Context: an optimization exercise on an open-source flow, tuned for small area, a short achievable clock period and few clock cycles. The choices shown serve that exercise and are no tape-out recipe.
At most, simulation tests tie the RTL to the original design; equivalence was not proved.
The clock port is modelled as an ideal driver, which makes a skipped or thinned clock tree look cheaper than it is; a real chip needs a root buffer or a tree.
No activity file was given, so power comes from the tool's default toggle rates.

==> flow/design.v (excerpt) <==
module ELA(clk, rst, in_data, data_rd, req, wen, addr, data_wr, done);
	input				clk;
	input				rst;
	input		[7:0]	in_data;
	input		[7:0]	data_rd;
	output				req;
	output	reg			wen;
	output	reg	[9:0]	addr;
	output	reg	[7:0]	data_wr;
	output	reg			done;
	reg			nreq;
	assign req = ~nreq;
	reg			s0, s1, s2;
	wire		main = s0 | s1 | s2;
	wire [4:0] col = addr[4:0];
	wire [4:0] row = addr[9:5];
	wire c_ge2 = |col[4:1];
	wire c_ge29 = (col[4:2] == 3'b111) & (col[1] | col[0]);
	wire [4:0] colp = col + (s1 ? 5'd30 : s2 ? 5'd3 : s0 ? 5'd0 : 5'd1);
	wire [4:0] rowp = row + (s0 ? 5'd30 : s1 ? (c_ge2 ? 5'd1 : 5'd31) :
				s2 ? (c_ge29 ? 5'd3 : 5'd1) : (col == 5'd31 ? 5'd2 : 5'd0));
	reg	[7:0]	xr, v, yr, p, q;
	reg	[8:0]	dreg, bd;
	reg	[7:0]	sreg, bs;
	wire [7:0] yn = ~yr;
	wire [7:0] sp = xr ^ yr;	 
	wire [7:0] ep = xr ^ yn;	 
	reg [7:0] sg, sq, eg, eq;	 
	integer l, i, t;
	always @(*) begin
		sg = xr & yr;
		sq = sp;
		eg = xr & yn;
		eq = ep;
		for (l = 0; l < 3; l = l + 1)
			for (i = 0; i < 8; i = i + 1)
				if ((i >> l) & 1) begin
					t = ((i >> (l + 1)) << (l + 1)) + (1 << l) - 1;
					sg[i] = sg[i] | (sq[i] & sg[t]);
					sq[i] = sq[i] & sq[t];
					eg[i] = eg[i] | (eq[i] & eg[t]);
					eq[i] = eq[i] & eq[t];
				end
	end
	wire [8:0] sum = {sg[7], sp ^ {sg[6:0], 1'b0}};
	wire [8:0] e = {eg[7], ep ^ {eg[6:0], 1'b0}};
	wire [7:0] m = e[8] ? e[7:0] : ~e[7:0];
  ...
==> module ELA, before the edit <==
module ELA(clk, rst, in_data, data_rd, req, wen, addr, data_wr, done);
	input				clk;
	input				rst;
	input		[7:0]	in_data;
	input		[7:0]	data_rd;
	output				req;
	output	reg			wen;
	output	reg	[9:0]	addr;
	output	reg	[7:0]	data_wr;
	output	reg			done;
	reg			nreq;
	assign req = ~nreq;
	reg			s0, s1, s2;
	wire		main = s0 | s1 | s2;
	wire [4:0] col = addr[4:0];
	wire [4:0] row = addr[9:5];
	wire c_ge2 = |col[4:1];
	wire c_ge29 = (col[4:2] == 3'b111) & (col[1] | col[0]);
	wire [4:0] colp = col + (s1 ? 5'd30 : s2 ? 5'd3 : s0 ? 5'd0 : 5'd1);
	wire [4:0] rowp = row + (s0 ? 5'd30 : s1 ? (c_ge2 ? 5'd1 : 5'd31) :
				s2 ? (c_ge29 ? 5'd3 : 5'd1) : (col == 5'd31 ? 5'd2 : 5'd0));
	reg	[7:0]	xr, v, yr, p, q;
	reg	[8:0]	dreg, bd;
	reg	[7:0]	sreg, bs;
	wire [7:0] yn = ~yr;
	wire [7:0] sp = xr ^ yr;	 
	wire [7:0] ep = xr ^ yn;	 
	reg [7:0] sg, sq, eg, eq;	 
	integer l, i, t;
	always @(*) begin
		sg = xr & yr;
		sq = sp;
		eg = xr & yn;
		eq = ep;
		for (l = 0; l < 3; l = l + 1)
			for (i = 0; i < 8; i = i + 1)
				if ((i >> l) & 1) begin
					t = ((i >> (l + 1)) << (l + 1)) + (1 << l) - 1;
					sg[i] = sg[i] | (sq[i] & sg[t]);
					sq[i] = sq[i] & sq[t];
					eg[i] = eg[i] | (eq[i] & eg[t]);
					eq[i] = eq[i] & eq[t];
				end
	end
	wire [8:0] sum = {sg[7], sp ^ {sg[6:0], 1'b0}};
	wire [8:0] e = {eg[7], ep ^ {eg[6:0], 1'b0}};
	wire [7:0] m = e[8] ? e[7:0] : ~e[7:0];
	wire [10:0] cmp = {2'b00, dreg[7:0], 1'b1} + {~bd[8], ~bd, dreg[8]};
	wire lt = cmp[10];
	wire [8:0] dm1 = dreg[8] ? {1'b0, dreg[7:0]} : {1'b0, dreg[7:0]} - 9'd1;
	wire edge_col = s2 ? (col[4:1] == 4'hf) : (col == 5'd1 || col == 5'd2);
	wire upd = s1 | (lt & ~edge_col & (s2 | s0));
	always @(posedge clk) begin
		dreg <= {e[8], m};
		sreg <= sum[8:1];
		if (upd) begin
			bd <= dm1;
			bs <= sreg;
		end
		if (s0) begin
			xr <= v;
			v <= xr;
		end else if (s1)
			xr <= data_rd;
		if (s0)
			yr <= data_wr;
		else if (s1)
			yr <= q;
		else
			yr <= p;
		if (s1) begin
			p <= yr;
			q <= p;
		end
		data_wr <= s1 ? bs : in_data;
	end
	always @(posedge clk or posedge rst) begin
		if (rst) begin
			s0 <= 1'b0;
			s1 <= 1'b0;
			s2 <= 1'b0;
			addr <= 10'd990;
			nreq <= 1'b0;
			wen <= 1'b0;
			done <= 1'b0;
		end else if (done) begin
			nreq <= 1'b1;
			wen <= 1'b0;
		end else begin
			addr <= {rowp, colp};
			if (!main) begin
				wen <= 1'b1;
				if (addr == 10'd30)
					nreq <= 1'b1;
				if (addr == 10'd31)
					s0 <= 1'b1;
			end else begin
				s0 <= s2;
				s1 <= s0;
				s2 <= s1;
				nreq <= ~s0;
				if (s2) begin
					wen <= ~((row == 5'd29) & c_ge29);
					if (addr == 10'd959) begin
						done <= 1'b1;
						s0 <= 1'b0;
						wen <= 1'b0;
					end
				end else
					wen <= s1;
			end
		end
	end
endmodule
export LEC_CHECK = 0
export CAP_MARGIN = 20
export CORE_MARGIN = 2
export CORE_UTILIZATION = 40
export SETUP_SLACK_MARGIN = 3.0
export SLEW_MARGIN = 20
create_clock -name core_clock -period 5.0 [get_ports {clk}]
standard.sh (not shown) runs the stock make flow with config.mk's settings and CLKGATE_MAP_FILE= SYNTH_SCRIPT=/design/flow/synth_recipe.tcl, a recipe that flattens the netlist after the stock synthesis.
==> flow/flow/run.sh <==
#!/bin/bash
# Own layout flow: the standard ORFS flow (standard.sh), except that
# - the clock tree is built by flow/cts.tcl, a copy of ORFS's cts.tcl whose
#   TritonCTS call is replaced by one level of clock buffers fed by the clock
#   port (manual_clock_tree there);
# - flow/env.sh may set MAKEVARS, extra ORFS variables for the steps after
#   synthesis. Synthesis is the standard one, unchanged.
# Every tool's output goes to a log in this folder.
set -euo pipefail
W=$(pwd)
rm -rf "$W/scripts"
cp -r "$FLOW_HOME/scripts" "$W/scripts"
cp "$W/flow/cts.tcl" "$W/scripts/cts.tcl"
export SCRIPTS_DIR="$W/scripts"
export CLKTREE_NBUF=4
export CLKTREE_BUF=sky130_fd_sc_hd__clkbuf_16
MAKEVARS=()
if [ -f "$W/flow/env.sh" ]; then source "$W/flow/env.sh"; fi
bash standard.sh synth > "$W/flow_synth.log" 2>&1
for step in floorplan place cts finish; do
  bash standard.sh "${MAKEVARS[@]}" $step > "$W/flow_$step.log" 2>&1
done
test -s "$W/out/final.def"
Other scripts of this flow, unchanged in this note and not shown: flow/flow/cts.tcl, flow/flow/env.sh
==> next run, changes <==
--- a/flow/design.v
+++ b/flow/design.v
@@ -71,27 +71,26 @@
 			yr <= p;
 		if (s1) begin
 			p <= yr;
 			q <= p;
 		end
 		data_wr <= s1 ? bs : in_data;
+		addr <= (!main && !wen) ? 10'd991 : {rowp, colp};
 	end
 	always @(posedge clk or posedge rst) begin
 		if (rst) begin
 			s0 <= 1'b0;
 			s1 <= 1'b0;
 			s2 <= 1'b0;
-			addr <= 10'd990;
 			nreq <= 1'b0;
 			wen <= 1'b0;
 			done <= 1'b0;
 		end else if (done) begin
 			nreq <= 1'b1;
 			wen <= 1'b0;
 		end else begin
-			addr <= {rowp, colp};
 			if (!main) begin
 				wen <= 1'b1;
 				if (addr == 10'd30)
 					nreq <= 1'b1;
 				if (addr == 10'd31)
 					s0 <= 1'b1;
Wire length falls by 1.7%. Design area fell by 2.9%. Die area is lower by 1.8%. Maximum frequency rises by 0.41%. Synthesized area drops by 1.9%.
No functional check of the RTL was part of any run of this note. In every run of this note, the design's own scripts or RTL, not TritonCTS, make the clock network.

---

Setup of old:
Another version of the RTL of ELA (not shown whole).
Size: ~100 flip-flops, about 4600 sq um of cells after synthesis.
==> module ELA, before the edit <==
module ELA(clk, rst, in_data, data_rd, req, wen, addr, data_wr, done);
	input				clk;
	input				rst;
	input		[7:0]	in_data;
	input		[7:0]	data_rd;
	output				req;
	output	reg			wen;
	output	reg	[9:0]	addr;
	output	reg	[7:0]	data_wr;
	output	reg			done;
	reg			nreq;
	assign req = ~nreq;
	reg			s0, s1, s2;
	wire		main = s0 | s1 | s2;
	reg	[4:0]	k;
	wire [3:0] rf = addr[9:6];
	wire klow = (k[4:2] == 3'd0) & ~(k[1] & k[0]);	 
	wire last = addr[5] & klow & (rf == 4'd14);	 
	reg	[7:0]	xr, v, yr, p, q;
	reg	[7:0]	dreg, bd;
	reg	[7:0]	sreg, bs;
	wire [7:0] yn = ~yr;
	wire [7:0] sp = xr ^ yr;	 
	wire [7:0] ep = xr ^ yn;	 
	reg [7:0] sg, sq, eg, eq;	 
	integer l, i, t;
	always @(*) begin
		sg = xr & yr;
		sq = sp;
		eg = xr & yn;
		eq = ep;
		for (l = 0; l < 3; l = l + 1)
			for (i = 0; i < 8; i = i + 1)
				if ((i >> l) & 1) begin
					t = ((i >> (l + 1)) << (l + 1)) + (1 << l) - 1;
					sg[i] = sg[i] | (sq[i] & sg[t]);
					sq[i] = sq[i] & sq[t];
					eg[i] = eg[i] | (eq[i] & eg[t]);
					eq[i] = eq[i] & eq[t];
				end
	end
	wire [8:0] sum = {sg[7], sp ^ {sg[6:0], 1'b0}};
	wire [7:0] e0 = ep ^ {eg[6:0], 1'b0};
	wire [7:0] e1 = ep ^ {eg[6:0] | eq[6:0], 1'b1};
	wire [7:0] dm = eg[7] ? e0 : ~e1;
	wire bzero = &bd;
	wire lt = ~bzero & ((&dreg) | (dreg < bd));
	reg cen;
	wire upd = s1 | (lt & cen);
	wire [4:0] k1 = k + 5'd1;
	always @(posedge clk) begin
		dreg <= dm;
		sreg <= sum[8:1];
		if (upd) begin
			bd <= dreg;
			bs <= sreg;
		end
		if (s0) begin
			xr <= v;
			v <= xr;
		end else if (s1)
			xr <= data_rd;
		if (s0)
			yr <= data_wr;
		else if (s1)
			yr <= q;
		else
			yr <= p;
		if (s1) begin
			p <= yr;
			q <= p;
		end
		cen <= s1 ? (k[4:1] != 4'd0) : s2 ? (k != 5'd1 && k != 5'd2) : 1'b0;
		data_wr <= s1 ? bs : in_data;
		addr[4:0] <= s1 ? k - 5'd2 : k;
		addr[5] <= s1;
		if (!main)
			addr[9:6] <= 4'd0;
		else if (s0 || (s1 && k[4:1] == 4'd0))
			addr[9:6] <= rf - 4'd1;
		else if (s2)
			addr[9:6] <= rf + ((addr[5] & klow) ? 4'd2 : 4'd1);
	end
	always @(posedge clk or posedge rst) begin
		if (rst) begin
			s0 <= 1'b0;
			s1 <= 1'b0;
			s2 <= 1'b0;
			k <= 5'd31;
			nreq <= 1'b0;
			wen <= 1'b0;
			done <= 1'b0;
		end else if (done) begin
			nreq <= 1'b1;
			wen <= 1'b0;
		end else if (!main) begin
			k <= k1;
			wen <= 1'b1;
			if (wen && k == 5'd31) begin
				s2 <= 1'b1;
				nreq <= 1'b1;
			end
		end else begin
			s0 <= s2;
			s1 <= s0;
			s2 <= s1;
			nreq <= ~s0;
			if (s1)
				k <= k1;
			if (s2) begin
				wen <= ~last;
				if (last && k == 5'd2) begin
					done <= 1'b1;
					s0 <= 1'b0;
					wen <= 1'b0;
				end
			end else
				wen <= s1;
		end
	end
endmodule
export LEC_CHECK = 0
export CAP_MARGIN = 20
export CORE_MARGIN = 2
export CORE_UTILIZATION = 40
export SETUP_SLACK_MARGIN = 3.0
export SLEW_MARGIN = 20
create_clock -name core_clock -period 5.0 [get_ports {clk}]
Scripts as last shown in full above: flow/flow/run.sh
Other scripts of this flow, unchanged in this note and not shown: flow/flow/cts.tcl, flow/flow/env.sh
old went all the way through synthesis, placement and routing and the layout is clean on timing, DRC and antenna.
Changes in new relative to old:
--- a/flow/design.v
+++ b/flow/design.v
@@ -14,9 +14,7 @@
 	reg			s0, s1, s2;
 	wire		main = s0 | s1 | s2;
 	reg	[4:0]	k;
-	wire [3:0] rf = addr[9:6];
-	wire klow = (k[4:2] == 3'd0) & ~(k[1] & k[0]);	 
-	wire last = addr[5] & klow & (rf == 4'd14);	 
+	reg	[3:0]	j;
 	reg	[7:0]	xr, v, yr, p, q;
 	reg	[7:0]	dreg, bd;
 	reg	[7:0]	sreg, bs;
@@ -77,10 +75,12 @@
 		addr[5] <= s1;
 		if (!main)
 			addr[9:6] <= 4'd0;
-		else if (s0 || (s1 && k[4:1] == 4'd0))
-			addr[9:6] <= rf - 4'd1;
 		else if (s2)
-			addr[9:6] <= rf + ((addr[5] & klow) ? 4'd2 : 4'd1);
+			addr[9:6] <= j + 4'd1;
+		else if (s1 && k[4:1] == 4'd0)
+			addr[9:6] <= j - 4'd1;
+		else
+			addr[9:6] <= j;
 	end
 	always @(posedge clk or posedge rst) begin
 		if (rst) begin
@@ -88,6 +88,7 @@
 			s1 <= 1'b0;
 			s2 <= 1'b0;
 			k <= 5'd31;
+			j <= 4'd0;
 			nreq <= 1'b0;
 			wen <= 1'b0;
 			done <= 1'b0;
@@ -106,11 +107,13 @@
 			s1 <= s0;
 			s2 <= s1;
 			nreq <= ~s0;
-			if (s1)
+			if (s1) begin
 				k <= k1;
+				if (k == 5'd31) j <= j + 4'd1;
+			end
 			if (s2) begin
-				wen <= ~last;
-				if (last && k == 5'd2) begin
+				wen <= (j != 4'd15);
+				if (j == 4'd15 && k == 5'd2) begin
 					done <= 1'b1;
 					s0 <= 1'b0;
 					wen <= 1'b0;
- new: PASS, flow complete, no timing, DRC or antenna violations
- In new, the synthesized area came out 1.3% above the value in old.
- Power: new draws more than old
- Lower sequential share of layout area among old and new: old
- Going from old to new, total placed cells including tap cells grew slightly.
- Comparing old and new, setup slack is lower on old.
Testbench counts of new, summed over its fixed seeds: cycles 47,392.
Function not checked in old: the RTL went through the layout flow alone. In every run of this note, the design's own scripts or RTL, not TritonCTS, make the clock network.

---

The RTL this note starts from:
==> flow/design.v <==
`timescale 1ns/10ps
module ELA(clk, rst, in_data, data_rd, req, wen, addr, data_wr, done);
	input				clk;
	input				rst;
	input		[7:0]	in_data;
	input		[7:0]	data_rd;
	output				req;
	output	reg			wen;
	output	reg	[9:0]	addr;
	output	reg	[7:0]	data_wr;
	output	reg			done;
	reg			main, vld, nreq;
	assign req = ~nreq;
	reg			s0, s1, s2;
	reg	[4:0]	k;
	reg	[3:0]	j;
	reg	[7:0]	xr, v, yr, p, q;
	reg	[8:0]	dreg, bd;
	reg	[7:0]	sreg, bs;
	wire [7:0] yn = ~yr;
	wire [7:0] sp = xr ^ yr;	 
	wire [7:0] ep = xr ^ yn;	 
	reg [7:0] sg, sq, eg, eq;	 
	integer l, i, t;
	always @(*) begin
		sg = xr & yr;
		sq = sp;
		eg = xr & yn;
		eq = ep;
		for (l = 0; l < 3; l = l + 1)
			for (i = 0; i < 8; i = i + 1)
				if ((i >> l) & 1) begin
					t = ((i >> (l + 1)) << (l + 1)) + (1 << l) - 1;
					sg[i] = sg[i] | (sq[i] & sg[t]);
					sq[i] = sq[i] & sq[t];
					eg[i] = eg[i] | (eq[i] & eg[t]);
					eq[i] = eq[i] & eq[t];
				end
	end
	wire [8:0] sum = {sg[7], sp ^ {sg[6:0], 1'b0}};
	wire [8:0] e = {eg[7], ep ^ {eg[6:0], 1'b0}};
	wire [7:0] de = dreg[7:0];
	wire [10:0] cmp1 = {2'b00, de, 1'b1} + {~bd[8], ~bd, 1'b1};
	wire [10:0] cmp0 = {2'b00, ~de, 1'b1} + {~bd[8], ~bd, 1'b0};
	wire lt = dreg[8] ? cmp1[10] : cmp0[10];
	wire [8:0] dm1 = dreg[8] ? {1'b0, de} : {1'b0, ~de} - 9'd1;
	reg cen;
	wire upd = s1 | (lt & cen);
	wire [4:0] k1 = k + 5'd1;
	always @(posedge clk) begin
		dreg <= e;
		sreg <= sum[8:1];
		if (upd) begin
			bd <= dm1;
			bs <= sreg;
		end
		if (s0) begin
			xr <= v;
			v <= xr;
		end else if (s1)
			xr <= data_rd;
		if (s0)
			yr <= data_wr;
		else if (s1)
			yr <= q;
		else
			yr <= p;
		if (s1) begin
			p <= yr;
			q <= p;
		end
		cen <= s1 ? (k[4:1] != 4'd0) : s2 ? (k != 5'd1 && k != 5'd2) : 1'b0;
		data_wr <= s1 ? bs : in_data;
		addr[4:0] <= s1 ? k - 5'd2 : k;
		addr[5] <= s1;
		if (!main)
			addr[9:6] <= 4'd0;
		else if (s2)
			addr[9:6] <= j + 4'd1;
		else if (s1 && k[4:1] == 4'd0)
			addr[9:6] <= j - 4'd1;
		else
			addr[9:6] <= j;
	end
	always @(posedge clk or posedge rst) begin
		if (rst) begin
			main <= 1'b0;
			vld <= 1'b0;
			s0 <= 1'b0;
			s1 <= 1'b0;
			s2 <= 1'b0;
			k <= 5'd0;
			j <= 4'd0;
			nreq <= 1'b0;
			wen <= 1'b0;
			done <= 1'b0;
		end else if (done) begin
			nreq <= 1'b1;
			wen <= 1'b0;
		end else if (!main) begin
			vld <= ~nreq;
			if (vld) k <= k1;
			wen <= vld;
			if (vld && k == 5'd31) begin
				main <= 1'b1;
				s2 <= 1'b1;
				nreq <= 1'b1;
			end
		end else begin
			s0 <= s2;
			s1 <= s0;
			s2 <= s1;
			nreq <= ~s0;
			if (s1) begin
				k <= k1;
				if (k == 5'd31) j <= j + 4'd1;
			end
			if (s2) begin
				wen <= (j != 4'd15);
				if (j == 4'd15 && k == 5'd2) begin
					done <= 1'b1;
					main <= 1'b0;
					wen <= 1'b0;
				end
			end else
				wen <= s1;
		end
	end
endmodule
export LEC_CHECK = 0
export CAP_MARGIN = 20
export CORE_MARGIN = 2
export CORE_UTILIZATION = 40
export SETUP_SLACK_MARGIN = 2.8
export SLEW_MARGIN = 20
create_clock -name core_clock -period 5.0 [get_ports {clk}]
Scripts as last shown in full above: flow/flow/run.sh
Other scripts of this flow, unchanged in this note and not shown: flow/flow/cts.tcl, flow/flow/env.sh
Next try:
--- a/flow/design.v
+++ b/flow/design.v
@@ -40,14 +40,13 @@
 	wire [8:0] sum = {sg[7], sp ^ {sg[6:0], 1'b0}};
 	wire [8:0] e = {eg[7], ep ^ {eg[6:0], 1'b0}};
-	wire [7:0] de = dreg[7:0];
-	wire [10:0] cmp1 = {2'b00, de, 1'b1} + {~bd[8], ~bd, 1'b1};
-	wire [10:0] cmp0 = {2'b00, ~de, 1'b1} + {~bd[8], ~bd, 1'b0};
-	wire lt = dreg[8] ? cmp1[10] : cmp0[10];
-	wire [8:0] dm1 = dreg[8] ? {1'b0, de} : {1'b0, ~de} - 9'd1;
-	reg cen;
-	wire upd = s1 | (lt & cen);
+	wire [7:0] m = e[8] ? e[7:0] : ~e[7:0];
+	wire [10:0] cmp = {2'b00, dreg[7:0], 1'b1} + {~bd[8], ~bd, dreg[8]};
+	wire lt = cmp[10];
+	wire [8:0] dm1 = dreg[8] ? {1'b0, dreg[7:0]} : {1'b0, dreg[7:0]} - 9'd1;
+	wire edge_col = (k == 5'd1) || (k == 5'd2);
+	wire upd = s1 | (lt & ~edge_col & (s2 | s0));
 	wire [4:0] k1 = k + 5'd1;
 	always @(posedge clk) begin
-		dreg <= e;
+		dreg <= {e[8], m};
 		sreg <= sum[8:1];
 		if (upd) begin
@@ -70,5 +69,4 @@
 			q <= p;
 		end
-		cen <= s1 ? (k[4:1] != 4'd0) : s2 ? (k != 5'd1 && k != 5'd2) : 1'b0;
 		data_wr <= s1 ? bs : in_data;
 		addr[4:0] <= s1 ? k - 5'd2 : k;
Outcome: Final cell count shrinks by 4.2%. Sequential share of layout area grows by 1.6 points. Hold slack is about the same. Clock power shrinks by about 5%. Die area shrinks by 3.5%. Critical path depth does not change. Via count shrinks by 6.7%. Clock skew grows by 0.0045 ns. Combinational power shrinks by about 26%. Design area shrinks by 3.8%. Worst setup slack improved by 0.0087 ns. Core utilization grows by 0.15 points. Routed wire length shrinks by about 11%.
Testbench counts after the change, summed over its fixed seeds: cycles 47,392.
The RTL of the first run of this note was laid out without a check of its function. In every run of this note, the design's own scripts or RTL, not TritonCTS, make the clock network.

## port drivers added, routing unchanged
The results above use ideal ports. As a check the final layouts listed here were re-extracted and re-timed, cells and wires unchanged. Step 1 sets driving cells, clkbuf_16 on the clock port and buf_2 on the other inputs (assumed; they add their load-dependent delay and slew). Step 2, shift: input delay + t, output delay - t, t = (earliest + latest rising clock arrival at the registers) / 2. This alone moves slack from input paths to output paths. Slacks: ideal ports / drivers / drivers and shift; pairs: ideal ports / drivers.
run | shift t [ns] | setup slack, ns | worst register clock-pin slew, ns | cell pins on the clock port's net
the first run of note 1 | 0.237 | 2.817 / 2.817 / 2.817 | 0.10 / 0.10 | 4
the second run of note 1 | 0.234 | 2.826 / 2.826 / 2.826 | 0.10 / 0.11 | 4
old | 0.235 | 2.796 / 2.796 / 2.796 | 0.10 / 0.10 | 4
new | 0.236 | 2.984 / 2.984 / 2.984 | 0.10 / 0.10 | 4
the first run of note 3 | 0.246 | 2.871 / 2.871 / 2.871 | 0.11 / 0.11 | 4
the second run of note 3 | 0.242 | 2.879 / 2.879 / 2.879 | 0.10 / 0.10 | 4
After both steps every run listed still meets setup and hold.
